This design comes from an exercise in tuning for small area, a short achievable clock period and few clock cycles per item on the open sky130 flow, not from production work. Function was checked by simulation only, so behaviour that the tests miss may differ from the original. No activity file was given, so power comes from the tool's default toggle rates.

==> 03-24: inputs <==
==> flow/design.v (excerpt) <==
module DT(
        input                   clk,
        input                   reset,
        output reg              done,
        output reg              sti_rd,
        output     [9:0]        sti_addr,
        input      [15:0]       sti_di,
        output reg              res_wr,
        output reg              res_rd,
        output reg [13:0]       res_addr,
        output reg [7:0]        res_do,
        input      [7:0]        res_di
        );
clock: 9.0 ns
lec_check: 0
cap_margin: 20
core_margin: 2
core_utilization: 40
setup_slack_margin: 5
slew_margin: 20
tns_end_percent: 100
run.sh (not shown) runs the stock make flow with config.mk's settings and CLKGATE_MAP_FILE= SYNTH_SCRIPT=/design/flow/synth_recipe.tcl, a recipe that flattens the netlist after the stock synthesis.
==> 12-01: changes against 03-24 <==
- CORE_UTILIZATION: 40 -> 60
- CTS_BUF_LIST: not set -> sky130_fd_sc_hd__clkbuf_8
- CTS_CLUSTER_SIZE: not set -> 16
- PLACE_DENSITY: not set -> 0.75
==> comparison <==
Against 12-01, the die area of 03-24 is higher by 48%. In synthesized cell count, 12-01 and 03-24 do not differ. Of 03-24 and 12-01, 03-24 has the higher cell count (gap 8.0%, measured against 12-01). In 12-01 the utilization is higher than in 03-24, by 22 points. Between 12-01 and 03-24, the lower register-to-register slack is in 12-01 (gap 0.20 ns). In 12-01 the sequential share of layout area is higher than in 03-24, by 0.86 points. Between 03-24 and 12-01, the lower total power is in 12-01 (gap 3.8%, measured against 12-01). Clock skew: 12-01 is higher than 03-24 (0.0022 ns).
Testbench counts of 03-24, summed over its fixed seeds: cycles 1,019,793, images 24.
Testbench counts of 12-01, summed over its fixed seeds: cycles 1,019,793, images 24.

---

==> run a: inputs <==
==> flow/design.v <==
module DT(
        input                   clk,
        input                   reset,
        output reg              done,
        output reg              sti_rd,
        output reg [9:0]        sti_addr,
        input      [15:0]       sti_di,
        output reg              res_wr,
        output reg              res_rd,
        output reg [13:0]       res_addr,
        output reg [7:0]        res_do,
        input      [7:0]        res_di
        );
        localparam S_W0 = 2'd0, S_W1 = 2'd1, S_RUN = 2'd2, S_END = 2'd3;
        reg        bwd;           
        reg [1:0]  st;
        reg [6:0]  r, ra;         
        reg [2:0]  q;             
        reg [15:0] rem;           
        reg [15:0] acur, bcur;    
        reg [1:0]  ah, bh;        
        reg        la, la_ok;     
        reg [5:0]  u0, u1, u2;    
        reg [2:0]  v;
        reg [5:0]  fo;            
        reg        fv;
        reg [1:0]  rtgt;          
        reg        pend;          
        reg [6:0]  lastp;         
        wire [15:0] di_rev;
        genvar gi;
        generate for (gi = 0; gi < 16; gi = gi + 1) begin : g_rev
                assign di_rev[gi] = sti_di[15-gi];
        end endgenerate
        wire [15:0] di_scan = bwd ? sti_di : di_rev;
        reg  [15:0] cur;
        wire [15:0] oh  = cur;
        wire        pv  = |cur;
        wire [15:0] oh2 = rem & (~rem + 16'd1);
        wire        pv2 = |rem;
        function [3:0] enc;
                input [15:0] x;
                begin
                        enc[0] = |(x & 16'hAAAA);
                        enc[1] = |(x & 16'hCCCC);
                        enc[2] = |(x & 16'hF0F0);
                        enc[3] = |(x & 16'hFF00);
                end
        endfunction
        wire [3:0]  s   = enc(oh);
        wire [3:0]  s2  = enc(oh2);
        wire [6:0]  p   = {q, s};
        wire [2:0]  qm = q - 3'd1;
        wire [2:0]  qp = q + 3'd1;
        wire [6:0]  pm1  = {oh[0]  ? qm : q, enc({oh[0], oh[15:1]})};
        wire [6:0]  pp1  = {oh[15] ? qp : q, enc({oh[14:0], oh[15]})};
        wire [6:0]  p2   = {q, s2};
        wire [6:0]  p2m1 = {oh2[0]  ? qm : q, enc({oh2[0], oh2[15:1]})};
        wire [6:0]  p2p1 = {oh2[15] ? qp : q, enc({oh2[14:0], oh2[15]})};
        wire [18:0] ea = {la, acur, ah[1], ah[0]};
        wire [17:0] eb = {bcur, bh[1], bh[0]};
        wire [15:0] t1v, lt1v;
        generate for (gi = 0; gi < 16; gi = gi + 1) begin : g_fl
                assign t1v[gi]  = ~(eb[gi+1] & ea[gi+1] & ea[gi+2] & ea[gi+3]);
                assign lt1v[gi] = ~(eb[gi] & ea[gi] & ea[gi+1] & ea[gi+2]);
        end endgenerate
        wire t1  = |(t1v & oh);
        wire lt1 = |(lt1v & oh);
        wire bg  = ~|(bcur & oh);
        wire t1b  = |(t1v & oh2);
        wire lt1b = |(lt1v & oh2);
        wire bgb  = ~|(bcur & oh2);
        wire run    = (st == S_RUN);
        wire pready = run & pv & ~(oh[15] & ~la_ok);
        wire needf = bwd & ~bg & ~t1;
        wire needu = bwd ? (needf & ~lt1) : (~t1 & ~lt1);
        wire needfb = bwd & ~bgb & ~t1b;
        wire needub = bwd ? (needfb & ~lt1b) : (~t1b & ~lt1b);
        wire [2:0] vn  = v | ({3{res_rd}} & {rtgt == 2'd2, rtgt == 2'd1, rtgt == 2'd0});
        wire       fvn = fv | (res_rd & (rtgt == 2'd3));
        wire missf  = needf & ~fvn;
        wire [2:0] missu = {3{needu}} & ~vn;
        wire compute = pready & ~res_rd & ~missf & ~(|missu);
        wire [1:0] tgta = missf ? 2'd3 : missu[0] ? 2'd0 : missu[1] ? 2'd1 : 2'd2;
        wire [6:0] rposa = (tgta == 2'd0) ? pm1 : (tgta == 2'd2) ? pp1 : p;
        wire rda = pready & (missf | (|missu));
        wire       nxc = |(rem & {oh[14:0], 1'b0});        
        wire [2:0] vsh = nxc ? {1'b0, v[2], v[1]} : 3'b000;
        wire [2:0] missub = {3{needub}} & ~vsh;
        wire [1:0] tgtb = needfb ? 2'd3 : missub[0] ? 2'd0 : missub[1] ? 2'd1 : 2'd2;
        wire [6:0] rposb = (tgtb == 2'd0) ? p2m1 : (tgtb == 2'd2) ? p2p1 : p2;
        wire rdb = pv2 & (needfb | (|missub));
        wire rd_next = compute ? rdb : rda;
        wire [1:0] tgt_next = compute ? tgtb : tgta;
        wire [6:0] rpos = compute ? rposb : rposa;
        wire [6:0] rrow = (tgt_next == 2'd3) ? r : ra;
        wire [6:0] rcol = bwd ? ~rpos : rpos;
        wire [6:0] pcol = bwd ? ~p : p;
        wire [6:0] lcol = bwd ? ~lastp : lastp;
        wire [5:0] um0 = needu ? u0 : 6'h3F;
        wire [5:0] um1 = needu ? u1 : 6'h3F;
        wire [5:0] um2 = needu ? u2 : 6'h3F;
        wire [5:0] fm1 = bwd ? fo - 6'd1 : 6'h3F;
        wire [5:0] prev = res_do[5:0];
        wire [5:0] a01 = (um0 < um1) ? um0 : um1;
        wire [5:0] a2p = (um2 < prev) ? um2 : prev;
        wire [5:0] a   = (a01 < a2p) ? a01 : a2p;
        wire [5:0] af  = (a < fm1) ? a : fm1;
        wire [5:0] m   = af + 6'd1;
        wire [5:0] val = (bwd & bg) ? 6'd0 : t1 ? 6'd1 : m;
                wire word_end = run & (compute ? ~pv2 : ~pv);
        wire row_end  = word_end & (q == 3'd7);
        wire last_row = bwd ? (r == 7'd0) : (r == 7'd126);
        wire newpend = compute | pend;
        always @(posedge clk) begin
                if (!reset) begin
                        bwd <= 1'b0;
                        st <= S_W0;
                        r <= 7'd1;
                        ra <= 7'd0;
                        q <= 3'd0;
                        rem <= 16'd0;
                        cur <= 16'd0;
                        ah <= 2'b00;
                        bh <= 2'b00;
                        la_ok <= 1'b0;
                        v <= 3'b000;
                        fv <= 1'b0;
                        pend <= 1'b0;
                        done <= 1'b0;
                        res_wr <= 1'b0;
                        res_rd <= 1'b0;
                        sti_rd <= 1'b0;
                end else begin
                        if (res_rd) begin
                                case (rtgt)
                                2'd0: u0 <= res_di[5:0];
                                2'd1: u1 <= res_di[5:0];
                                2'd2: u2 <= res_di[5:0];
                                default: fo <= res_di[5:0];
                                endcase
                        end
                        v <= vn;
                        fv <= fvn;
                        if (compute) begin
                                res_do <= {2'b00, val};
                                u0 <= u1;
                                u1 <= u2;
                                v <= (nxc | (oh[15] & ~pv2)) ? {1'b0, v[2], v[1]} : 3'b000;
                                fv <= 1'b0;
                                lastp <= p;
                                cur <= oh2;
                                rem <= rem & ~oh2;
                        end
                        res_rd <= rd_next;
                        rtgt <= tgt_next;
                        if (rd_next) begin
                                res_wr <= 1'b0;
                                res_addr <= {rrow, rcol};
                                pend <= newpend;
                        end else if (newpend) begin
                                res_wr <= 1'b1;
                                res_addr <= compute ? {r, pcol} : {r, lcol};
                                pend <= 1'b0;
                        end else begin
                                res_wr <= 1'b0;
                        end
                        sti_rd <= 1'b0;
                        case (st)
                        S_W0: begin
                                if (!sti_rd) begin
                                        sti_rd <= 1'b1;
                                        sti_addr <= {ra, bwd ? 3'd7 : 3'd0};
                                end else begin
                                        acur <= di_scan;
                                        sti_rd <= 1'b1;
                                        sti_addr <= {r, bwd ? 3'd7 : 3'd0};
                                        st <= S_W1;
                                end
                        end
                        S_W1: begin
                                bcur <= di_scan;
                                cur <= bwd ? 16'h0001 : (di_scan & (~di_scan + 16'd1));
                                rem <= bwd ? 16'hFFFE : (di_scan & (di_scan - 16'd1));
                                if (!di_scan[0]) v <= 3'b000;
                                sti_rd <= 1'b1;
                                sti_addr <= {ra, bwd ? ~(q + 3'd1) : (q + 3'd1)};
                                la_ok <= 1'b0;
                                st <= S_RUN;
                        end
                        S_RUN: begin
                                if (!la_ok) begin
                                        la <= di_scan[0];
                                        la_ok <= 1'b1;
                                end
                                if (word_end) begin
                                        la_ok <= 1'b0;
                                        ah <= acur[15:14];
                                        bh <= bcur[15:14];
                                        acur <= di_scan;
                                        if (!row_end) begin
                                                q <= q + 3'd1;
                                                sti_rd <= 1'b1;
                                                sti_addr <= {r, bwd ? ~(q + 3'd1) : (q + 3'd1)};
                                                st <= S_W1;
                                        end else begin
                                                q <= 3'd0;
                                                ah <= 2'b00;
                                                bh <= 2'b00;
                                                v <= 3'b000;
                                                if (last_row) begin
                                                        if (bwd) begin
                                                                st <= S_END;
                                                        end else begin
                                                                bwd <= 1'b1;
                                                                r <= 7'd127;
                                                                ra <= 7'd0;
                                                                sti_rd <= 1'b1;
                                                                sti_addr <= {7'd0, 3'd7};
                                                                st <= S_W0;
                                                        end
                                                end else begin
                                                        r <= bwd ? r - 7'd1 : r + 7'd1;
                                                        ra <= bwd ? r : r;
                                                        sti_rd <= 1'b1;
                                                        sti_addr <= {bwd ? r : r, bwd ? 3'd7 : 3'd0};
                                                        st <= S_W0;
                                                end
                                        end
                                end
                        end
                        S_END: begin
                                if (!newpend)
                                        done <= 1'b1;
                        end
                        endcase
                end
        end
endmodule
==> flow/run.sh <==
#!/bin/bash
# synth_recipe.tcl (not shown) runs the flow's synth.tcl, then flattens the netlist and writes it again
# the make line also repeats each setting of config.mk as NAME=value (left out here)
make -C /OpenROAD-flow-scripts/flow DESIGN_CONFIG=/design/flow/config.mk WORK_HOME=/design/flow/orfs CLKGATE_MAP_FILE= SYNTH_SCRIPT=/design/flow/synth_recipe.tcl finish
==> flow/config.mk <==
export PLATFORM = sky130hd
export DESIGN_NAME = DT
export DESIGN_NICKNAME = DT
export VERILOG_FILES = /design/flow/design.v
export SDC_FILE = /design/flow/constraint.sdc
export NUM_CORES = 4
export LEC_CHECK = 0
export CAP_MARGIN = 20
export CORE_MARGIN = 2
export CORE_UTILIZATION = 40
export SLEW_MARGIN = 20
==> flow/constraint.sdc <==
create_clock -name core_clock -period 9.0 [get_ports {clk}]
set_input_delay 1.8000 -clock core_clock [delete_from_list [all_inputs] [get_ports {clk}]]
set_output_delay 1.8000 -clock core_clock [all_outputs]
set_load 0.01 [all_outputs]
==> run b (differences from run a) <==
--- a/flow/design.v
+++ b/flow/design.v
@@ -87,3 +87,3 @@
         wire       nxc = |(rem & {oh[14:0], 1'b0});        
-        wire [2:0] vsh = nxc ? {1'b0, v[2], v[1]} : 3'b000;
+        wire [2:0] vsh = ~compute ? v : nxc ? {1'b0, v[2], v[1]} : 3'b000;
         wire [2:0] missub = {3{needub}} & ~vsh;
@@ -92,5 +92,6 @@
         wire rdb = pv2 & (needfb | (|missub));
-        wire rd_next = compute ? rdb : rda;
-        wire [1:0] tgt_next = compute ? tgtb : tgta;
-        wire [6:0] rpos = compute ? rposb : rposa;
+        wire adv = compute | (run & ~pv & pv2);
+        wire rd_next = adv ? rdb : rda;
+        wire [1:0] tgt_next = adv ? tgtb : tgta;
+        wire [6:0] rpos = adv ? rposb : rposa;
         wire [6:0] rrow = (tgt_next == 2'd3) ? r : ra;
@@ -99,14 +100,18 @@
         wire [6:0] lcol = bwd ? ~lastp : lastp;
-        wire [5:0] um0 = needu ? u0 : 6'h3F;
-        wire [5:0] um1 = needu ? u1 : 6'h3F;
-        wire [5:0] um2 = needu ? u2 : 6'h3F;
-        wire [5:0] fm1 = bwd ? fo - 6'd1 : 6'h3F;
-        wire [5:0] prev = res_do[5:0];
-        wire [5:0] a01 = (um0 < um1) ? um0 : um1;
-        wire [5:0] a2p = (um2 < prev) ? um2 : prev;
-        wire [5:0] a   = (a01 < a2p) ? a01 : a2p;
-        wire [5:0] af  = (a < fm1) ? a : fm1;
-        wire [5:0] m   = af + 6'd1;
-        wire [5:0] val = (bwd & bg) ? 6'd0 : t1 ? 6'd1 : m;
-                wire word_end = run & (compute ? ~pv2 : ~pv);
+        reg  [5:0] lm1;                   
+        wire [5:0] L   = res_do[5:0];
+        wire [5:0] Lp1 = L + 6'd1;
+        wire [5:0] u2p1 = u2 + 6'd1;
+        wire [5:0] fom1 = fo - 6'd1;
+        wire e   = needu & ((u0 == lm1) | (u1 == lm1));
+        wire yl  = needu & (e ? (u2 < lm1) : (u2 < L));
+        wire zx  = e ? (fo <= lm1) : (fo <= L);
+        wire zy  = (fo <= u2);
+        wire zl  = bwd & (yl ? zy : zx);
+        wire [5:0] vmin = zl ? fo : yl ? u2p1 : e ? L : Lp1;
+        wire [5:0] lmin = zl ? fom1 : yl ? u2 : e ? lm1 : L;
+        wire force0 = bwd & bg;
+        wire [5:0] val  = force0 ? 6'd0 : t1 ? 6'd1 : vmin;
+        wire [5:0] lval = (force0 | t1) ? 6'd0 : lmin;
+        wire word_end = run & (compute ? ~pv2 : ~pv & ~pv2);
         wire row_end  = word_end & (q == 3'd7);
@@ -146,2 +151,3 @@
                                 res_do <= {2'b00, val};
+                                lm1 <= lval;
                                 u0 <= u1;
@@ -151,2 +157,4 @@
                                 lastp <= p;
+                        end
+                        if (adv) begin
                                 cur <= oh2;
@@ -182,4 +190,4 @@
                                 bcur <= di_scan;
-                                cur <= bwd ? 16'h0001 : (di_scan & (~di_scan + 16'd1));
-                                rem <= bwd ? 16'hFFFE : (di_scan & (di_scan - 16'd1));
+                                cur <= bwd ? 16'h0001 : 16'h0000;
+                                rem <= bwd ? 16'hFFFE : di_scan;
                                 if (!di_scan[0]) v <= 3'b000;
==> run c (differences from run a) <==
Settings changed: ABC_CLOCK_PERIOD_IN_PS from default to 3000, SETUP_SLACK_MARGIN from default to 4.5.
==> comparison table <==
Outcome: run b no timing/DRC/antenna violations; run c no timing/DRC/antenna violations; run a no timing/DRC/antenna violations
Seq. pwr: run b 1070 uW; run c 1040 uW; run a 1040 uW
Post-place setup slack: run b 4435 ps; run c 1123 ps; run a 686.5 ps
Complex-gate fraction of the synthesized area: run b 0.2230; run c 0.2068; run a 0.2068
Worst-case hold slack: run b 477.5 ps; run c 486.5 ps; run a 467.5 ps
Post-synthesis share of cell area spent on full adders, half adders and majority gates: run b 0.05304; run c 0.04518; run a 0.04518
Slowest stage cell, crit path: run b sky130_fd_sc_hd__nor2_2; run c sky130_fd_sc_hd__or4_1; run a sky130_fd_sc_hd__or4_1
Routed length on met1: run b 14.39 mm; run c 14.36 mm; run a 13.83 mm
Number of cells after detailed placement: run b 1,471; run c 1,486; run a 1,485
Most common library cell in the layout ignoring fill and taps: run b sky130_fd_sc_hd__nor2_1; run c sky130_fd_sc_hd__nand2_1; run a sky130_fd_sc_hd__nand2_1
Start point of the critical path: run b cur[14]; run c acur[4]; run a bcur[5]
Power in the clock group: run b 755 uW; run c 749 uW; run a 727 uW
Fraction of synthesized cell area in xor and xnor cells: run b 0.02914; run c 0.01210; run a 0.01210
First-pass iteration count of the detailed router: run b 6; run c 6; run a 7
Testbench counts of run a, summed over its fixed seeds: cycles 992,090, images 24.
Testbench counts of run b, summed over its fixed seeds: cycles 1,003,161, images 24.
Testbench counts of run c, summed over its fixed seeds: cycles 992,090, images 24.

static timing again, ports no longer ideal:
Ports are ideal in the flow. The routed layouts listed here were re-timed in OpenROAD. Step 1: set_driving_cell puts a clkbuf_16 on clk and a buf_2 on each other input, an assumption about the parent block. Step 2 adds t to the input delays and takes it off the output delays; t is the mean of the earliest and latest rising clock arrival at the registers after step 1. Input paths then give back, and output paths get back, about the clock's delay inside the block. Slacks: ideal / step 1 / step 2; pairs: ideal / step 1.
| run | t, ns | setup slack, ns | worst register clock-pin slew, ns |
|---|---|---|---|
| 03-24 | 0.475 | 5.116 / 5.068 / 5.336 | 0.07 / 0.07 |
| 12-01 | 0.524 | 5.026 / 4.986 / 5.141 | 0.10 / 0.10 |
| run a | 0.478 | 0.864 / 0.864 / 0.864 | 0.07 / 0.07 |
| run b | 0.477 | 4.330 / 4.330 / 4.330 | 0.08 / 0.08 |
| run c | 0.480 | 1.985 / 1.985 / 1.985 | 0.08 / 0.08 |
After both steps every run listed still meets setup and hold.
